Source: an optimization exercise on an open RTL-to-GDS flow (aim: small area and a short achievable clock period). Production flows keep margins and buffers that such runs may drop.
In this exercise RTL edits were held to simulation tests only and were not proved equivalent to the original.
Power figures rest on the tool's default switching activity, not on a simulated workload.

### design/flow/design.v
`timescale 1ns/1ps
module fadd (
	 	input logic clk,  
    input logic[31:0] a,  
    input logic[31:0] b,  
    output logic[31:0] c  
);
  logic[8:0] DIFF;
  logic SIGN1;
  logic[26:0] SHIFT_MB;
  logic[7:0] EXPSELECT3;
  logic[23:0] MASELECT3;
  logic[26:0] MASELECT;
  logic[27:0] MASELECT2;
  logic[31:0] input1,input2;   
  logic[26:0] shift_mb;        
  logic[31:0] in1,in2;   
  logic[3:0] flag1,flag2;		 
  logic[7:0] flag12;
  logic[2:0] flag;					 
  logic sign1,sign2;
  logic[7:0] exp1,exp2;
  logic[22:0] mant1,mant2;
  logic[4:0] returncase;		 
  logic[8:0] expdiff;   
  logic[26:0] ma,mb;  
  logic[27:0] maplus1,maminus1;   
  logic[7:0] expsub,expselect,expselect3;
  logic[8:0] expsub2,expselect2;
  logic[26:0] maplus2,maminus2,maselect,maselect3;
  logic[27:0] maselect2;
  logic pattern1,pattern2,pattern3,pattern4,pattern5;
  logic[8:0] expplus;   
  logic[31:0] returnbits;
	integer i;  
function ISNAN ( input logic[31:0] IN );
begin
	if(IN[30:23] == 8'b11111111 && IN[22:0] != 23'b00000000000000000000000)
	  ISNAN = 1'b1;
	else
	  ISNAN = 1'b0;
end
endfunction
function ISINF ( input logic[31:0] IN );
begin
	if(IN == 32'h7f800000)
	  ISINF = 1'b1;
	else
	  ISINF = 1'b0;
end
endfunction
function ISNINF ( input logic[31:0] IN );
begin
	if(IN == 32'hff800000)
	  ISNINF = 1'b1;
	else
	  ISNINF = 1'b0;
end
endfunction
function EXP0 ( input logic[31:0] IN );
begin
	if(IN[30:23] == 8'h00)
		EXP0 = 1'b1;
	else
		EXP0 = 1'b0;
end
endfunction
function SIGN ( input logic[31:0] IN );
begin
	SIGN = IN[31];
end
endfunction
function logic[7:0] EXP ( input logic[31:0] IN );
begin
	EXP[7:0] = IN[30:23];
end
endfunction
function logic[22:0] MANT ( input logic[31:0] IN );
begin
	MANT[22:0] = IN[22:0];
end
endfunction
always_ff @(posedge clk) 
begin
	input1 <= a;
	input2 <= b;
end
	assign flag1[3] = ISNAN(input1);
	assign flag1[2] = ISINF(input1);
	assign flag1[1] = ISNINF(input1);
	assign flag1[0] = EXP0(input1);
	assign flag2[3] = ISNAN(input2);
	assign flag2[2] = ISINF(input2);
	assign flag2[1] = ISNINF(input2);
	assign flag2[0] = EXP0(input2);
    assign flag12 = {flag1,flag2};
function logic[2:0] FLAG ( input logic[7:0] flags );
	begin
		if(flags[7] == 1'b1 || flags[3] == 1'b1)  
			FLAG = 3'b001;		 
		else if((flags[6]==1'b1&&flags[1]==1'b1)||(flags[5]==1'b1&&flags[2]==1'b1))  
			FLAG = 3'b001;		 
		else if(flags[6]==1'b1||flags[2]==1'b1)
			FLAG = 3'b010;		 
		else if(flags[5]==1'b1||flags[1]==1'b1)
			FLAG = 3'b011;		 
		else if(flags[4]==1'b1&&flags[0]==1'b1)
			FLAG = 3'b100;		 
		else if(flags[4]==1'b1)
			FLAG = 3'b110;		 
		else if(flags[0]==1'b1)
			FLAG = 3'b101;		 
		else
			FLAG = 3'b000;		 
	end
endfunction 
	assign flag = FLAG(flag12);
	always_comb
	begin
		if(input1[30:0] >= input2[30:0])
		begin
			in1 = input1;
			in2 = input2;
		end
		else
		begin
			in1 = input2;
			in2 = input1;
		end
	end
	assign sign1 = in1[31];
	assign exp1  = EXP(in1);
	assign mant1 = MANT(in1);	
	assign sign2 = in2[31];
	assign exp2  = EXP(in2);
	assign mant2 = MANT(in2);
	assign expdiff = (exp1 - exp2);     
	assign DIFF = expdiff[8:0];   
	assign SIGN1 = sign1;         
	always_comb
	begin
		if( expdiff[7:0] > 8'd26)
			returncase[0] = 1'b1;
		else
			returncase[0] = 1'b0;
	end
	assign ma = {1'b1,mant1,3'b000};
	assign mb = {1'b1,mant2,3'b000};
    function logic[26:0] SHIFTMB ( input logic[26:0] mantissab, logic[7:0] diff );
    begin
      priority case(diff)
        27'd0:    SHIFTMB = mantissab;
        27'd1:    SHIFTMB = {(mantissab[26:1] >> 1),|mantissab[1:0]};
        27'd2:    SHIFTMB = {(mantissab[26:1] >> 2),|mantissab[2:0]};
        27'd3:    SHIFTMB = {(mantissab[26:1] >> 3),|mantissab[3:0]};
        27'd4:    SHIFTMB = {(mantissab[26:1] >> 4),|mantissab[4:0]};
        27'd5:    SHIFTMB = {(mantissab[26:1] >> 5),|mantissab[5:0]};
        27'd6:    SHIFTMB = {(mantissab[26:1] >> 6),|mantissab[6:0]};
        27'd7:    SHIFTMB = {(mantissab[26:1] >> 7),|mantissab[7:0]};
        27'd8:    SHIFTMB = {(mantissab[26:1] >> 8),|mantissab[8:0]};
        27'd9:    SHIFTMB = {(mantissab[26:1] >> 9),|mantissab[9:0]};
        27'd10:    SHIFTMB ={(mantissab[26:1] >> 10),|mantissab[10:0]};
        27'd11:    SHIFTMB = {(mantissab[26:1] >> 11),|mantissab[11:0]};
        27'd12:    SHIFTMB = {(mantissab[26:1] >> 12),|mantissab[12:0]};
        27'd13:    SHIFTMB = {(mantissab[26:1] >> 13),|mantissab[13:0]};
        27'd14:    SHIFTMB = {(mantissab[26:1] >> 14),|mantissab[14:0]};
        27'd15:    SHIFTMB = {(mantissab[26:1] >> 15),|mantissab[15:0]};
        27'd16:    SHIFTMB = {(mantissab[26:1] >> 16),|mantissab[16:0]};
        27'd17:    SHIFTMB = {(mantissab[26:1] >> 17),|mantissab[17:0]};
        27'd18:    SHIFTMB = {(mantissab[26:1] >> 18),|mantissab[18:0]};
        27'd19:    SHIFTMB = {(mantissab[26:1] >> 19),|mantissab[19:0]};
        27'd20:    SHIFTMB = {(mantissab[26:1] >> 20),|mantissab[20:0]};
        27'd21:    SHIFTMB = {(mantissab[26:1] >> 21),|mantissab[21:0]};
        27'd22:    SHIFTMB = {(mantissab[26:1] >> 22),|mantissab[22:0]};
        27'd23:    SHIFTMB = {(mantissab[26:1] >> 23),|mantissab[23:0]};
        27'd24:    SHIFTMB = {(mantissab[26:1] >> 24),|mantissab[24:0]};
        27'd25:    SHIFTMB = {(mantissab[26:1] >> 25),|mantissab[25:0]};
        27'd26:    SHIFTMB = {(mantissab[26:1] >> 26),|mantissab[26:0]};
   default:    SHIFTMB = 1'b0; 
     endcase
   end
 endfunction   
    assign shift_mb = SHIFTMB(mb,expdiff[7:0]);
    assign SHIFT_MB = shift_mb;  
    always_comb   
    begin
      if(sign1 == sign2) 
        pattern1 = 1'b1;
      else
        pattern1 = 1'b0;
    end
	always_comb   
    begin
     if(pattern1 == 1'b1) 
      maplus1 = ma + shift_mb;   
     else
      maplus1 = ma - shift_mb;
     end
    always_comb
    begin
      if(pattern1 == 1'b1 && maplus1[27] == 1'b1)
        pattern2 = 1'b1;
      else
        pattern2 = 1'b0;
    end
    always_comb   
    begin
      if(pattern2 == 1'b1)
        expplus = exp1 + 1;  
      else
        expplus = 1'b0;
    end
    always_comb   
     begin
       if(pattern2 == 1'b1)
         maplus2[26:0] = {maplus1[27:2],|maplus1[1:0]};
       else
         maplus2[26:0] = maplus1[26:0];
     end    
	always_comb   
	begin
	  if(pattern1 == 1'b0)
		  maminus1 = ma - shift_mb;    
	  else 
		  maminus1 = ma + shift_mb;            
    end
    always_comb   
    begin
	  if(pattern1 == 1'b0 && maminus1 == 28'b0)
		returncase[1] = 1'b1;
	  else
	    returncase[1] = 1'b0;
	end
	function logic[7:0] EXPMINUS ( input logic[27:0] IN );
    begin
      if(IN[26]==1'b1)
        EXPMINUS = 8'h00;
      else if(IN[25]==1'b1)
        EXPMINUS = 8'h01;
      else if(IN[24]==1'b1)
        EXPMINUS = 8'h02;
      else if(IN[23]==1'b1)
        EXPMINUS = 8'h03;
      else if(IN[22]==1'b1)
        EXPMINUS = 8'h04;
      else if(IN[21]==1'b1)
        EXPMINUS = 8'h05;
      else if(IN[20]==1'b1)
        EXPMINUS = 8'h06;
      else if(IN[19]==1'b1)
        EXPMINUS = 8'h07;
      else if(IN[18]==1'b1)
        EXPMINUS = 8'h08;            
      else if(IN[17]==1'b1)
        EXPMINUS = 8'h09;
      else if(IN[16]==1'b1)
        EXPMINUS = 8'h0a;
      else if(IN[15]==1'b1)  
        EXPMINUS = 8'h0b;
      else if(IN[14]==1'b1)  
        EXPMINUS = 8'h0c;
      else if(IN[13]==1'b1)  
        EXPMINUS = 8'h0d;
      else if(IN[12]==1'b1)  
        EXPMINUS = 8'h0e;
      else if(IN[11]==1'b1)  
        EXPMINUS = 8'h0f;
      else if(IN[10]==1'b1)  
        EXPMINUS = 8'h10;
      else if(IN[9]==1'b1)  
        EXPMINUS = 8'h11;
      else if(IN[8]==1'b1)  
        EXPMINUS = 8'h12;
      else if(IN[7]==1'b1)  
        EXPMINUS = 8'h13;
      else if(IN[6]==1'b1)  
        EXPMINUS = 8'h14;
      else if(IN[5]==1'b1)  
        EXPMINUS = 8'h15;
      else if(IN[4]==1'b1)  
        EXPMINUS = 8'h16;
      else if(IN[3]==1'b1)  
        EXPMINUS = 8'h17;
      else if(IN[2]==1'b1)  
        EXPMINUS = 8'h18;
      else if(IN[1]==1'b1)  
        EXPMINUS = 8'h19;
      else if(IN[0]==1'b1)  
        EXPMINUS = 8'h1a;
      else  
        EXPMINUS = 8'hff;
    end
    endfunction
	function logic[26:0] MAMINUS ( input logic[27:0] IN );
    begin
      if(IN[26]==1'b1)
        MAMINUS = IN[26:0];
      else if(IN[25]==1'b1)
        MAMINUS = {IN[25:0],1'b0};    
      else if(IN[24]==1'b1)
        MAMINUS = {IN[24:0],2'b0};
      else if(IN[23]==1'b1)
        MAMINUS = {IN[23:0],3'b0};
      else if(IN[22]==1'b1)
        MAMINUS = {IN[22:0],4'b0};
      else if(IN[21]==1'b1)
        MAMINUS = {IN[21:0],5'b0};
      else if(IN[20]==1'b1)
        MAMINUS = {IN[20:0],6'b0};
      else if(IN[19]==1'b1)
        MAMINUS = {IN[19:0],7'b0};
      else if(IN[18]==1'b1)
        MAMINUS = {IN[18:0],8'b0};
      else if(IN[17]==1'b1)
        MAMINUS = {IN[17:0],9'b0};
      else if(IN[16]==1'b1)
        MAMINUS = {IN[16:0],10'b0};
      else if(IN[15]==1'b1)
        MAMINUS = {IN[15:0],11'b0};
      else if(IN[14]==1'b1)
        MAMINUS = {IN[14:0],12'b0};
      else if(IN[13]==1'b1)
        MAMINUS = {IN[13:0],13'b0};
      else if(IN[12]==1'b1)
        MAMINUS = {IN[12:0],14'b0};
      else if(IN[11]==1'b1)
        MAMINUS = {IN[11:0],15'b0};
      else if(IN[10]==1'b1)
        MAMINUS = {IN[10:0],16'b0};
      else if(IN[9]==1'b1)
        MAMINUS = {IN[9:0],17'b0};
      else if(IN[8]==1'b1)
        MAMINUS = {IN[8:0],18'b0};
      else if(IN[7]==1'b1)
        MAMINUS = {IN[7:0],19'b0};
      else if(IN[6]==1'b1)
        MAMINUS = {IN[6:0],20'b0};
      else if(IN[5]==1'b1)
        MAMINUS = {IN[5:0],21'b0};
      else if(IN[4]==1'b1)
        MAMINUS = {IN[4:0],22'b0};
      else if(IN[3]==1'b1)
        MAMINUS = {IN[3:0],23'b0};
      else if(IN[2]==1'b1)
        MAMINUS = {IN[2:0],24'b0};
      else if(IN[1]==1'b1)
        MAMINUS = {IN[1:0],25'b0};
      else if(IN[0]==1'b1)
        MAMINUS = {IN[0],26'b0};
      else 
        MAMINUS = 27'b0;
    end
    endfunction  
	always_comb   
	begin
	  if(pattern1 == 1'b0)
	    expsub = EXPMINUS(maminus1);
	  else
	    expsub = 1'b0;
	end
	always_comb   
	begin
	  if(pattern1 == 1'b0)
	    maminus2 = MAMINUS(maminus1);
	  else
	    maminus2 = 1'b0;
	end
	always_comb   
	begin
	  if(pattern1==1'b0 && exp1 <= expsub)
	    returncase[2] = 1'b1;
	  else
	    returncase[2] = 1'b0;
	end
    always_comb
    begin
      if(pattern2 == 1'b1)
        maselect = maplus2;
      else if(pattern1 == 1'b1)
        maselect = maplus1[26:0];   
      else 
        maselect = maminus2;
    end
    assign MASELECT = maselect;
    assign expsub2 = exp1 - expsub;
	always_comb 
	begin
      if(pattern2 == 1'b1)
		expselect = expplus[7:0];
	  else if(pattern1 == 1'b1)
		expselect = exp1;
	  else 
		expselect = expsub2[7:0];
	end
	always_comb
	begin
	  if((maselect[2] == 1'b1) && ((maselect[3:0] & 4'b1011) != 4'b0000))
	    pattern4 = 1'b1;
      else
        pattern4 = 1'b0;
    end
    always_comb
    begin
      if(pattern4 == 1'b1)
        maselect2[27:0] = maselect[26:0] + 4'b1000;
      else
        maselect2[27:0] = {1'b0,maselect[26:0]};   
    end
    assign MASELECT2[27:0] = maselect2[27:0];
    always_comb
    begin
        if(pattern4==1'b1 && maselect2[27]==1'b1)
          pattern5 = 1'b1;
        else
          pattern5 = 1'b0;
    end
	always_comb
	begin
	  if(pattern5==1'b1)
	    maselect3 = maselect2[27:1];
	  else
	    maselect3 = maselect2[26:0];
	end
	always_comb
	begin
	  if(pattern5==1'b1)
	    expselect2 = expselect + 1'b1;
	  else
	    expselect2 = {1'b0,expselect};
	end
	assign expselect3 = expselect2[7:0];
	assign EXPSELECT3 = expselect3;
	assign MASELECT3 = maselect3;
	always_comb
	begin 
		if(flag == 3'b001)
			returnbits = 32'h7fffffff;
		else if(flag == 3'b010)
			returnbits = 32'h7f800000;
		else if(flag == 3'b011)
			returnbits = 32'hff800000;
		else if(flag == 3'b100)
			returnbits = 32'h00000000;
		else if(flag == 3'b110)
			returnbits = input2;
		else if(flag == 3'b101)
			returnbits = input1;					 
		else if(returncase[0] == 1'b1)
			returnbits = in1;
		else if(returncase[1] == 1'b1)
			returnbits = 1'b0;
		else if(returncase[2] == 1'b1)
			returnbits = 1'b0;						
		else if(expselect3 == 8'hff)
			returnbits = {sign1,31'b1111111100000000000000000000000};
		else if(expselect3 == 8'h00)
			returnbits = {sign1,31'b0000000000000000000000000000000};
		else
			returnbits = {sign1,expselect3[7:0],maselect3[25:3]};
	end                             
	assign c = returnbits;
endmodule
### design/flow/run.sh
#!/bin/bash
# synth_recipe.tcl (not shown) runs the flow's synth.tcl, then flattens the netlist and writes it again
# the make line also repeats each setting of config.mk as NAME=value (left out here)
make -C /OpenROAD-flow-scripts/flow DESIGN_CONFIG=/design/flow/config.mk WORK_HOME=/design/flow/orfs CLKGATE_MAP_FILE= SYNTH_SCRIPT=/design/flow/synth_recipe.tcl finish
### design/flow/config.mk
export PLATFORM = sky130hd
export DESIGN_NAME = fadd
export DESIGN_NICKNAME = fadd
export VERILOG_FILES = /design/flow/design.v
export SDC_FILE = /design/flow/constraint.sdc
export NUM_CORES = 4
export LEC_CHECK = 0
export CAP_MARGIN = 20
export CORE_MARGIN = 2
export CORE_UTILIZATION = 40
export SLEW_MARGIN = 20
### design/flow/constraint.sdc
create_clock -name core_clock -period 18.0 [get_ports {clk}]
set_input_delay 3.6000 -clock core_clock [delete_from_list [all_inputs] [get_ports {clk}]]
set_output_delay 3.6000 -clock core_clock [all_outputs]
set_load 0.01 [all_outputs]
==> flow_summary.toml <==
[layout]
drive_gt1_frac = 0.119
fin_nets = 2949
antenna_cells = 0
filler_cell_count = 4657
layout_common_cells = "nor2_1, nand2_1, a21oi_1"
final_common_cell = "nor2_1"
synthToLayoutAreaGrowth_pct = 13.2

[yosys]
synth-seq-cells = 64
synth_cell_type_count = 122
syn_nets = 2908
syn_avg_cell_area_sq_um = 6.43
synthArstFlopShare = 0
synth_cells = 2750
synth_edf_count = 0
ys_warn_count = 1
synth_ff_type = "dfxtp_1"
yosys-top-cells-area = "dfxtp_1, a21oi_1, ha_1"
yosysTopAreaCellShare = 0.0725
synth-seq-area-share = 0.0725
synth_top_area_cell = "dfxtp_1"
synth.cell_area_sq_um = 17700

[die]
ioPinCount = 97
initial_core_util = 0.402
die_x_um = 214
rows = 77
core-area_sq_um = 43900
fp.dieArea_sq_um = 45900
die_y_um = 214

[timing]
setup_viol = 0
layout_min_cycle_time_ns = 17.24
finalHoldViolations = 0
max_freq_mhz = 58.0
worstMarginPinSlew_ns = 1.17
relSlewSlack = 0.209
maxSlewViolCount = 0
finalWorstSetupSlack_ns = 0.764
fin_crit_sh = 0.958

[clock_network]
clk_pin_slew_worst_paths_ns = 0.06
cts_hold_buf = 0
htreeDepth = 3
cts_tree = "done"
cts_num_sinks = 64
clockBufferDepth = 2
clock-root-buffer = "clkbuf_16"
numCtsBuffers = 9

[power]
power.density_nw_per_um2 = 112
total_power_uw = 2250
ir_drop_v = 0.000103
p_leak_uw = 0.00733

[worst_setup_path]
crit_top_cell = "nor2_1"
slowest_stage = "clkdlybuf4s50_1"
critPathMaxStageDelay_ns = 0.63
critPathMaxFanout = 25
arrival_ns = 13.64
path_class = "reg -> out"
endpoint_kind = "primary output"
cp.required_ns = 14.40
crit_path_start_kind = "flip-flop"

[global_routing]
gr-total-overflow = 0
first_global_vias = 23103
antenna_found_initial = 0
grt_max_degree = 65
grt_usage = 0.427
grt_pass1_wl_um = 152000

[detailed_routing]
via_per_inst = 7.30
drc = 0
via_count = 24749
drt_first_pass_iters = 8
wl_per_cell_um = 30.3
drtAntennaViolNets = 0
drt-total-wl_um = 103000
drt_first_iter_violations = 4000

[placement]
portBuffers = 96
dp_hpwl_um = 77300
gp_congestion = 1.05
pre_cts_ws_ns = 0.595

[run_status]
outcome = "timing/DRC/antenna clean"

[flow_run]
drv_cap = 0

[hold_path]
hp-class = "in -> reg"
sequential cells by signal, indices dropped and copies added (netlist names):
name and count:
input2 32, input1 32
worst paths after layout:
kind	cells past startpoint	slack, ns	startpoint	to
max	60	0.76	input2[26]	c[20]
min	1	3.70	a[9]	input1[9]
logic make-up after synthesis:
kind of cell,after synthesis,synth area share
compound gates,1106,0.429
xor+xnor,62,0.0307
fa+ha+maj,93,0.0667
buf+inv,355,0.0941
flops,64,0.0725
mux,37,0.0224
simple gates,1033,0.285
layout make-up:
cell class	count	area (sq um)	share of cell area
multi-input combinational	2331	14900	0.746
timing repair buffer	279	2350	0.117
inverter	106	400	0.0200
tap	592	741	0.0370
clock inverter	5	63.8	0.00319
clock buffer	11	253	0.0126
sequential	64	1280	0.0641
Yosys cell counts (57+ instances only):
cell type	count
nor3_1	88
a21oi_1	253
nand3_1	117
ha_1	91
o211ai_1	57
buf_2	57
inv_1	101
nor2_1	273
nand2_1	275
dfxtp_1	64
o22ai_1	116
clkbuf_1	128
o21ai_0	211
power breakdown:
part / leakage (uW) / total, uW / switching [uW] / internal [uW]
registers: 0.000540 / 165 / 15.4 / 150
clock network: 0.000152 / 185 / 69.6 / 116
logic: 0.00664 / 1900 / 1310 / 584
metrics by stage:
stage / setup TNS (ns) / area [sq um] / util / instances / hold WS [ns]
3_3_place_gp: 0 / 19500 / 0.445 / 3367 / 4.05
4_1_cts: 0 / 19900 / 0.452 / 3384 / 3.69
3_5_place_dp: 0 / 19600 / 0.445 / 3368 / 4.05
5_1_grt: -0.0685 / 20000 / 0.456 / 3388 / 3.69
6_report: 0 / 20000 / 0.456 / 3388 / 3.70
2_1_floorplan: 0 / 17700 / - / 2750 / 3.63
worst max-delay path, delay by kind of cell, from the launching register on:
| kind | cells | cell delay (ns) |
|---|---|---|
| AO/OA/AOI/OAI | 26 | 5.21 |
| XOR/XNOR | 2 | 0.29 |
| adder cells (fa/ha/maj) | 4 | 1.56 |
| buffers and inverters | 8 | 2.08 |
| flip-flops | 1 | 0.45 |
| multiplexers | 1 | 0.29 |
| AND/OR/NAND/NOR | 19 | 3.41 |
layer usage:
layer	up-vias	track usage	wire length, um
li1	10599	-	-
met1	11580	0.550	39100
met4	0	0.253	7710
met5	-	0	0
met3	524	0.102	12900
met2	2046	0.647	42900
timing repair:
action / in CTS / in global routing
resized for setup: 0 / 44
endpoints found under the setup margin: 0 / 31
setup buffers: 0 / 3

## afterwards: timing with drivers on the ports
In the flow no input, the clock included, has a driving cell. The finished layout below was timed again as built, in two steps. Step 1 sets driving cells, clkbuf_16 on the clock port and buf_2 on the other inputs (assumed; they add their load-dependent delay and slew). Step 2 adds t to the input delays and takes it off the output delays; t is the mean of the earliest and latest rising clock arrival at the registers after step 1. Input paths then give back, and output paths get back, about the clock's delay inside the block. a / b / c = ideal ports / drivers / drivers and shift; a / b = the first two.
t, ns: 0.378
setup WS [ns]: 0.764 / 0.722 / 1.100
worst setup path at the end: register to output
slew at the worst register clock pin (ns): 0.06 / 0.06
After both steps setup and hold are still met in this run. For this run, drivers alone change the setup slack by -0.042 ns; drivers and shift together by +0.336 ns.
